Source: an optimization exercise on an open RTL-to-GDS flow (aim: small area and a short achievable clock period). Production flows keep margins and buffers that such runs may drop.
Power and IR drop assume default switching activity.

==> delta <==
// pipeline_sum
module pipeline_sum (
    input clk,
    input [15:0] a, b,
    output [31:0] r
);
  wire [0:0] s0_r15_t = a[15:15];
  wire s0_r15_hz = ~(|b[15:1]);
  wire [1:0] s0_r15_bo;
  assign s0_r15_bo[0] = 1'b0;
  assign s0_r15_bo[1] = (s0_r15_t[0] ^ b[0]) ? b[0] : s0_r15_bo[0];
  wire s0_r15_q = s0_r15_hz & ~s0_r15_bo[1];
  wire [0:0] s0_r15_d;
  assign s0_r15_d[0] = s0_r15_t[0] ^ (s0_r15_q & (b[0] ^ s0_r15_bo[0]));
  wire [15:0] s0_r15_ra = {s0_r15_d, a[14:0]};
  wire [1:0] s0_r14_t = s0_r15_ra[15:14];
  wire s0_r14_hz = ~(|b[15:2]);
  wire [2:0] s0_r14_bo;
  assign s0_r14_bo[0] = 1'b0;
  assign s0_r14_bo[1] = (s0_r14_t[0] ^ b[0]) ? b[0] : s0_r14_bo[0];
  assign s0_r14_bo[2] = (s0_r14_t[1] ^ b[1]) ? b[1] : s0_r14_bo[1];
  wire s0_r14_q = s0_r14_hz & ~s0_r14_bo[2];
  wire [1:0] s0_r14_d;
  assign s0_r14_d[0] = s0_r14_t[0] ^ (s0_r14_q & (b[0] ^ s0_r14_bo[0]));
  assign s0_r14_d[1] = s0_r14_t[1] ^ (s0_r14_q & (b[1] ^ s0_r14_bo[1]));
  wire [15:0] s0_r14_ra = {s0_r14_d, s0_r15_ra[13:0]};
  wire [2:0] s0_r13_t = s0_r14_ra[15:13];
  wire s0_r13_hz = ~(|b[15:3]);
  wire [3:0] s0_r13_bo;
  assign s0_r13_bo[0] = 1'b0;
  assign s0_r13_bo[1] = (s0_r13_t[0] ^ b[0]) ? b[0] : s0_r13_bo[0];
  assign s0_r13_bo[2] = (s0_r13_t[1] ^ b[1]) ? b[1] : s0_r13_bo[1];
  assign s0_r13_bo[3] = (s0_r13_t[2] ^ b[2]) ? b[2] : s0_r13_bo[2];
  wire s0_r13_q = s0_r13_hz & ~s0_r13_bo[3];
  wire [2:0] s0_r13_d;
  assign s0_r13_d[0] = s0_r13_t[0] ^ (s0_r13_q & (b[0] ^ s0_r13_bo[0]));
  ...
clock: 36.0 ns
lec_check: 0
abc_area: 1
cap_margin: 20
core_margin: 2
core_utilization: 55
slew_margin: 20
standard.sh (not shown) runs the stock make flow with config.mk's settings and CLKGATE_MAP_FILE= SYNTH_SCRIPT=/design/flow/synth_recipe.tcl, a recipe that flattens the netlist after the stock synthesis.
==> flow/flow/run.sh <==
#!/bin/bash
set -euo pipefail
MARGIN=25.5
PLAT="$FLOW_HOME/platforms/sky130hd/config.mk"
BASE=$(sed -n '/^export DONT_USE_CELLS += /,/^#/p' "$PLAT" | grep -o 'sky130_fd_sc_hd__[a-z0-9_]*' | tr '\n' ' ')
EXTRA=""
for c in maj3_1 maj3_2 maj3_4 fa_1 fa_2 fa_4 fah_1 fahcin_1 fahcon_1 ha_1 ha_2 ha_4; do
  EXTRA="$EXTRA sky130_fd_sc_hd__$c"
done
bash standard.sh SETUP_SLACK_MARGIN=$MARGIN SETUP_MOVE_SEQUENCE=sizeup,swap SKIP_GATE_CLONING=1 \
  "BUFFER_PORTS_ARGS=-buffer_cell sky130_fd_sc_hd__buf_1" \
  "DONT_USE_CELLS=$BASE$EXTRA" finish > make_finish.log 2>&1
==> inputs of nickel, as changes to delta <==
--- a/flow/design.v
+++ b/flow/design.v
@@ -224,54 +224,13 @@
   assign s1_r5_d[7] = s1_r5_t[7] ^ (s1_r5_q & (bb_c1[7] ^ s1_r5_bo[7]));
   assign s1_r5_d[8] = s1_r5_t[8] ^ (s1_r5_q & (bb_c1[8] ^ s1_r5_bo[8]));
   assign s1_r5_d[9] = s1_r5_t[9] ^ (s1_r5_q & (bb_c1[9] ^ s1_r5_bo[9]));
   assign s1_r5_d[10] = s1_r5_t[10] ^ (s1_r5_q & (bb_c1[10] ^ s1_r5_bo[10]));
   wire [15:0] s1_r5_ra = {s1_r5_d, s1_r6_ra[4:0]};
-  wire [11:0] s1_r4_t = s1_r5_ra[15:4];
-  wire s1_r4_hz = ~(|bb_c1[15:12]);
-  wire [12:0] s1_r4_bo;
-  assign s1_r4_bo[0] = 1'b0;
-  assign s1_r4_bo[1] = (s1_r4_t[0] ^ bb_c1[0]) ? bb_c1[0] : s1_r4_bo[0];
-  assign s1_r4_bo[2] = (s1_r4_t[1] ^ bb_c1[1]) ? bb_c1[1] : s1_r4_bo[1];
-  assign s1_r4_bo[3] = (s1_r4_t[2] ^ bb_c1[2]) ? bb_c1[2] : s1_r4_bo[2];
-  assign s1_r4_bo[4] = (s1_r4_t[3] ^ bb_c1[3]) ? bb_c1[3] : s1_r4_bo[3];
-  assign s1_r4_bo[5] = (s1_r4_t[4] ^ bb_c1[4]) ? bb_c1[4] : s1_r4_bo[4];
-  assign s1_r4_bo[6] = (s1_r4_t[5] ^ bb_c1[5]) ? bb_c1[5] : s1_r4_bo[5];
-  assign s1_r4_bo[7] = (s1_r4_t[6] ^ bb_c1[6]) ? bb_c1[6] : s1_r4_bo[6];
-  assign s1_r4_bo[8] = (s1_r4_t[7] ^ bb_c1[7]) ? bb_c1[7] : s1_r4_bo[7];
-  assign s1_r4_bo[9] = (s1_r4_t[8] ^ bb_c1[8]) ? bb_c1[8] : s1_r4_bo[8];
-  assign s1_r4_bo[10] = (s1_r4_t[9] ^ bb_c1[9]) ? bb_c1[9] : s1_r4_bo[9];
-  assign s1_r4_bo[11] = (s1_r4_t[10] ^ bb_c1[10]) ? bb_c1[10] : s1_r4_bo[10];
-  assign s1_r4_bo[12] = (s1_r4_t[11] ^ bb_c1[11]) ? bb_c1[11] : s1_r4_bo[11];
-  wire [12:6] s1_r4_s_gu;
-  assign s1_r4_s_gu[6] = 1'b0;
-  assign s1_r4_s_gu[7] = (s1_r4_t[6] ^ bb_c1[6]) ? bb_c1[6] : s1_r4_s_gu[6];
-  assign s1_r4_s_gu[8] = (s1_r4_t[7] ^ bb_c1[7]) ? bb_c1[7] : s1_r4_s_gu[7];
-  assign s1_r4_s_gu[9] = (s1_r4_t[8] ^ bb_c1[8]) ? bb_c1[8] : s1_r4_s_gu[8];
-  assign s1_r4_s_gu[10] = (s1_r4_t[9] ^ bb_c1[9]) ? bb_c1[9] : s1_r4_s_gu[9];
-  assign s1_r4_s_gu[11] = (s1_r4_t[10] ^ bb_c1[10]) ? bb_c1[10] : s1_r4_s_gu[10];
-  assign s1_r4_s_gu[12] = (s1_r4_t[11] ^ bb_c1[11]) ? bb_c1[11] : s1_r4_s_gu[11];
-  wire s1_r4_s_pu = ~(|(s1_r4_t[11:6] ^ {bb_c1[11], bb_c1[10], bb_c1[9], bb_c1[8], bb_c1[7], bb_c1[6]}));
-  wire s1_r4_bf = s1_r4_s_gu[12] | (s1_r4_s_pu & s1_r4_bo[6]);
-  wire s1_r4_q = s1_r4_hz & ~s1_r4_bf;
-  wire [11:0] s1_r4_d;
-  assign s1_r4_d[0] = s1_r4_t[0] ^ (s1_r4_q & (bb_c1[0] ^ s1_r4_bo[0]));
-  assign s1_r4_d[1] = s1_r4_t[1] ^ (s1_r4_q & (bb_c1[1] ^ s1_r4_bo[1]));
-  assign s1_r4_d[2] = s1_r4_t[2] ^ (s1_r4_q & (bb_c1[2] ^ s1_r4_bo[2]));
-  assign s1_r4_d[3] = s1_r4_t[3] ^ (s1_r4_q & (bb_c1[3] ^ s1_r4_bo[3]));
-  assign s1_r4_d[4] = s1_r4_t[4] ^ (s1_r4_q & (bb_c1[4] ^ s1_r4_bo[4]));
-  assign s1_r4_d[5] = s1_r4_t[5] ^ (s1_r4_q & (bb_c1[5] ^ s1_r4_bo[5]));
-  assign s1_r4_d[6] = s1_r4_t[6] ^ (s1_r4_q & (bb_c1[6] ^ s1_r4_bo[6]));
-  assign s1_r4_d[7] = s1_r4_t[7] ^ (s1_r4_q & (bb_c1[7] ^ s1_r4_bo[7]));
-  assign s1_r4_d[8] = s1_r4_t[8] ^ (s1_r4_q & (bb_c1[8] ^ s1_r4_bo[8]));
-  assign s1_r4_d[9] = s1_r4_t[9] ^ (s1_r4_q & (bb_c1[9] ^ s1_r4_bo[9]));
-  assign s1_r4_d[10] = s1_r4_t[10] ^ (s1_r4_q & (bb_c1[10] ^ s1_r4_bo[10]));
-  assign s1_r4_d[11] = s1_r4_t[11] ^ (s1_r4_q & (bb_c1[11] ^ s1_r4_bo[11]));
-  wire [15:0] s1_r4_ra = {s1_r4_d, s1_r5_ra[3:0]};
   reg [15:0] ra_c2;
   reg [15:0] bb_c2;
-  reg [11:0] ah_c2;
+  reg [10:0] ah_c2;
   reg q15_c2;
   reg q14_c2;
   reg q13_c2;
   reg q12_c2;
   reg q11_c2;
@@ -279,15 +238,14 @@
   reg q9_c2;
   reg q8_c2;
   reg q7_c2;
   reg q6_c2;
   reg q5_c2;
-  reg q4_c2;
   always_ff @(posedge clk) begin
-    ra_c2 <= s1_r4_ra;
+    ra_c2 <= s1_r5_ra;
     bb_c2 <= bb_c1;
-    ah_c2 <= {ah_c1, ra_c1[12:4]};
+    ah_c2 <= {ah_c1, ra_c1[12:5]};
     q15_c2 <= q15_c1;
     q14_c2 <= q14_c1;
     q13_c2 <= q13_c1;
     q12_c2 <= s1_r12_q;
     q11_c2 <= s1_r11_q;
@@ -295,17 +253,47 @@
     q9_c2 <= s1_r9_q;
     q8_c2 <= s1_r8_q;
     q7_c2 <= s1_r7_q;
     q6_c2 <= s1_r6_q;
     q5_c2 <= s1_r5_q;
-    q4_c2 <= s1_r4_q;
   end
-  wire [15:0] xa = {ah_c2, ra_c2[3:0]};
+  wire [15:0] xa = {ah_c2, ra_c2[4:0]};
   wire [15:0] sh = (bb_c2[15:4] == 12'd0) ? (xa << bb_c2[3:0]) : 16'd0;
   wire [17:0] xs = {2'b0, xa | bb_c2} + {2'b0, xa ^ bb_c2} + {2'b0, sh};
-  wire [17:0] ym2 = xs + {1'b0, 1'b0, q15_c2, q14_c2, q13_c2, q12_c2, q11_c2, q10_c2, q9_c2, q8_c2, q7_c2, q6_c2, q5_c2, q4_c2, 1'b0, 1'b0, 1'b0, 1'b0};
-  wire [12:0] s2_r3_t = ra_c2[15:3];
+  wire [17:0] ym2 = xs + {1'b0, 1'b0, q15_c2, q14_c2, q13_c2, q12_c2, q11_c2, q10_c2, q9_c2, q8_c2, q7_c2, q6_c2, q5_c2, 1'b0, 1'b0, 1'b0, 1'b0, 1'b0};
+  wire [11:0] s2_r4_t = ra_c2[15:4];
+  wire s2_r4_hz = ~(|bb_c2[15:12]);
+  wire [12:0] s2_r4_bo;
+  assign s2_r4_bo[0] = 1'b0;
+  assign s2_r4_bo[1] = (s2_r4_t[0] ^ bb_c2[0]) ? bb_c2[0] : s2_r4_bo[0];
+  assign s2_r4_bo[2] = (s2_r4_t[1] ^ bb_c2[1]) ? bb_c2[1] : s2_r4_bo[1];
+  assign s2_r4_bo[3] = (s2_r4_t[2] ^ bb_c2[2]) ? bb_c2[2] : s2_r4_bo[2];
+  assign s2_r4_bo[4] = (s2_r4_t[3] ^ bb_c2[3]) ? bb_c2[3] : s2_r4_bo[3];
+  assign s2_r4_bo[5] = (s2_r4_t[4] ^ bb_c2[4]) ? bb_c2[4] : s2_r4_bo[4];
+  assign s2_r4_bo[6] = (s2_r4_t[5] ^ bb_c2[5]) ? bb_c2[5] : s2_r4_bo[5];
+  assign s2_r4_bo[7] = (s2_r4_t[6] ^ bb_c2[6]) ? bb_c2[6] : s2_r4_bo[6];
+  assign s2_r4_bo[8] = (s2_r4_t[7] ^ bb_c2[7]) ? bb_c2[7] : s2_r4_bo[7];
+  assign s2_r4_bo[9] = (s2_r4_t[8] ^ bb_c2[8]) ? bb_c2[8] : s2_r4_bo[8];
+  assign s2_r4_bo[10] = (s2_r4_t[9] ^ bb_c2[9]) ? bb_c2[9] : s2_r4_bo[9];
+  assign s2_r4_bo[11] = (s2_r4_t[10] ^ bb_c2[10]) ? bb_c2[10] : s2_r4_bo[10];
+  assign s2_r4_bo[12] = (s2_r4_t[11] ^ bb_c2[11]) ? bb_c2[11] : s2_r4_bo[11];
+  wire s2_r4_q = s2_r4_hz & ~s2_r4_bo[12];
+  wire [11:0] s2_r4_d;
+  assign s2_r4_d[0] = s2_r4_t[0] ^ (s2_r4_q & (bb_c2[0] ^ s2_r4_bo[0]));
+  assign s2_r4_d[1] = s2_r4_t[1] ^ (s2_r4_q & (bb_c2[1] ^ s2_r4_bo[1]));
+  assign s2_r4_d[2] = s2_r4_t[2] ^ (s2_r4_q & (bb_c2[2] ^ s2_r4_bo[2]));
+  assign s2_r4_d[3] = s2_r4_t[3] ^ (s2_r4_q & (bb_c2[3] ^ s2_r4_bo[3]));
+  assign s2_r4_d[4] = s2_r4_t[4] ^ (s2_r4_q & (bb_c2[4] ^ s2_r4_bo[4]));
+  assign s2_r4_d[5] = s2_r4_t[5] ^ (s2_r4_q & (bb_c2[5] ^ s2_r4_bo[5]));
+  assign s2_r4_d[6] = s2_r4_t[6] ^ (s2_r4_q & (bb_c2[6] ^ s2_r4_bo[6]));
+  assign s2_r4_d[7] = s2_r4_t[7] ^ (s2_r4_q & (bb_c2[7] ^ s2_r4_bo[7]));
+  assign s2_r4_d[8] = s2_r4_t[8] ^ (s2_r4_q & (bb_c2[8] ^ s2_r4_bo[8]));
+  assign s2_r4_d[9] = s2_r4_t[9] ^ (s2_r4_q & (bb_c2[9] ^ s2_r4_bo[9]));
+  assign s2_r4_d[10] = s2_r4_t[10] ^ (s2_r4_q & (bb_c2[10] ^ s2_r4_bo[10]));
+  assign s2_r4_d[11] = s2_r4_t[11] ^ (s2_r4_q & (bb_c2[11] ^ s2_r4_bo[11]));
+  wire [15:0] s2_r4_ra = {s2_r4_d, ra_c2[3:0]};
+  wire [12:0] s2_r3_t = s2_r4_ra[15:3];
   wire s2_r3_hz = ~(|bb_c2[15:13]);
   wire [13:0] s2_r3_bo;
   assign s2_r3_bo[0] = 1'b0;
   assign s2_r3_bo[1] = (s2_r3_t[0] ^ bb_c2[0]) ? bb_c2[0] : s2_r3_bo[0];
   assign s2_r3_bo[2] = (s2_r3_t[1] ^ bb_c2[1]) ? bb_c2[1] : s2_r3_bo[1];
@@ -344,11 +332,11 @@
   assign s2_r3_d[8] = s2_r3_t[8] ^ (s2_r3_q & (bb_c2[8] ^ s2_r3_bo[8]));
   assign s2_r3_d[9] = s2_r3_t[9] ^ (s2_r3_q & (bb_c2[9] ^ s2_r3_bo[9]));
   assign s2_r3_d[10] = s2_r3_t[10] ^ (s2_r3_q & (bb_c2[10] ^ s2_r3_bo[10]));
   assign s2_r3_d[11] = s2_r3_t[11] ^ (s2_r3_q & (bb_c2[11] ^ s2_r3_bo[11]));
   assign s2_r3_d[12] = s2_r3_t[12] ^ (s2_r3_q & (bb_c2[12] ^ s2_r3_bo[12]));
-  wire [15:0] s2_r3_ra = {s2_r3_d, ra_c2[2:0]};
+  wire [15:0] s2_r3_ra = {s2_r3_d, s2_r4_ra[2:0]};
   wire [13:0] s2_r2_t = s2_r3_ra[15:2];
   wire s2_r2_hz = ~(|bb_c2[15:14]);
   wire [14:0] s2_r2_bo;
   assign s2_r2_bo[0] = 1'b0;
   assign s2_r2_bo[1] = (s2_r2_t[0] ^ bb_c2[0]) ? bb_c2[0] : s2_r2_bo[0];
@@ -487,11 +475,11 @@
   assign s2_x4_k3_gu[16] = (s2_x4_t[15] ^ s2_x4_b3[15]) ? s2_x4_b3[15] : s2_x4_k3_gu[15];
   wire s2_x4_k3_pu = ~(|(s2_x4_t[15:8] ^ {s2_x4_b3[15], s2_x4_b3[14], s2_x4_b3[13], s2_x4_b3[12], s2_x4_b3[11], s2_x4_b3[10], s2_x4_b3[9], s2_x4_b3[8]}));
   wire s2_x4_ge3 = ~(|s2_x4_b3[17:16]) & ~(s2_x4_k3_gu[16] | (s2_x4_k3_pu & s2_x4_c3[8]));
   wire s2_x4_q1 = s2_x4_ge2;
   wire s2_x4_q0 = s2_x4_q1 ? s2_x4_ge3 : s2_x4_ge1;
-  wire [8:0] ml = {1'b0, ym2[7:0]} + {1'b0, 1'b0, 1'b0, 1'b0, 1'b0, s2_r3_q, s2_r2_q, 1'b0, 1'b0};
+  wire [8:0] ml = {1'b0, ym2[7:0]} + {1'b0, 1'b0, 1'b0, 1'b0, s2_r4_q, s2_r3_q, s2_r2_q, 1'b0, 1'b0};
   wire lc1 = ml[0] & s2_x4_q0;
   wire lc2 = (ml[1] & s2_x4_q1) | ((ml[1] | s2_x4_q1) & lc1);
   wire [8:0] lo7;
   assign lo7[0] = ml[0] ^ s2_x4_q0;
   assign lo7[1] = ml[1] ^ s2_x4_q1 ^ lc1;
==> notes.md <==
metric                                                   delta       nickel
# Taps                                                     265          270
Status                        no timing/DRC/antenna violations  no timing/DRC/antenna violations
Worst slew margin relative to its limit                  0.427        0.443
Post-synthesis instance area                       11100 sq um  11500 sq um
Arrival time at the worst endpoint                    10.70 ns      9.71 ns
Detailed Place HPWL                                   22500 um     23500 um
Number of filler cells placed in the layout               1888         2108
Launch instance of the worst min-delay path             q14_c1     ra_c1[1]
Final core area utilization                              0.645        0.587
Register bit count reported by yosys                       113          111
Overall power                                           488 uW       398 uW
Multiplexer fraction of the synthesized cell area      0.00181      0.00175
Non-clock buffer share                                  0.0194       0.0220
Clock network power share                                0.380        0.240
No functional check of the RTL was part of any run of this note.

==> separate check: timing with driven ports <==
The flow's constraints put no driver on any port. The routed layouts listed below were extracted and timed again, unchanged, in two steps.
Step 1 sets driving cells, clkbuf_16 on the clock port and buf_2 on the other inputs (assumed; they add their load-dependent delay and slew).
Step 2 adds t to the input delays and takes it off the output delays; t is the mean of the earliest and latest rising clock arrival at the registers after step 1. Input paths then give back, and output paths get back, about the clock's delay inside the block.
a / b / c = ideal / step 1 / step 2; a / b = the first two.
run	t, ns	slack for setup (ns)	worst hold slack (ns)	latest minus earliest clock arrival (ns)
delta	0.457	25.585 / 25.585 / 25.585	0.320 / 0.320 / 0.320	0.014 / 0.014
nickel	0.395	26.555 / 26.525 / 26.218	0.327 / 0.327 / 0.327	0.009 / 0.009
After both steps setup and hold are still met in every run listed. For nickel, which loses most, drivers alone change the setup slack by -0.030 ns; drivers and shift together by -0.337 ns.
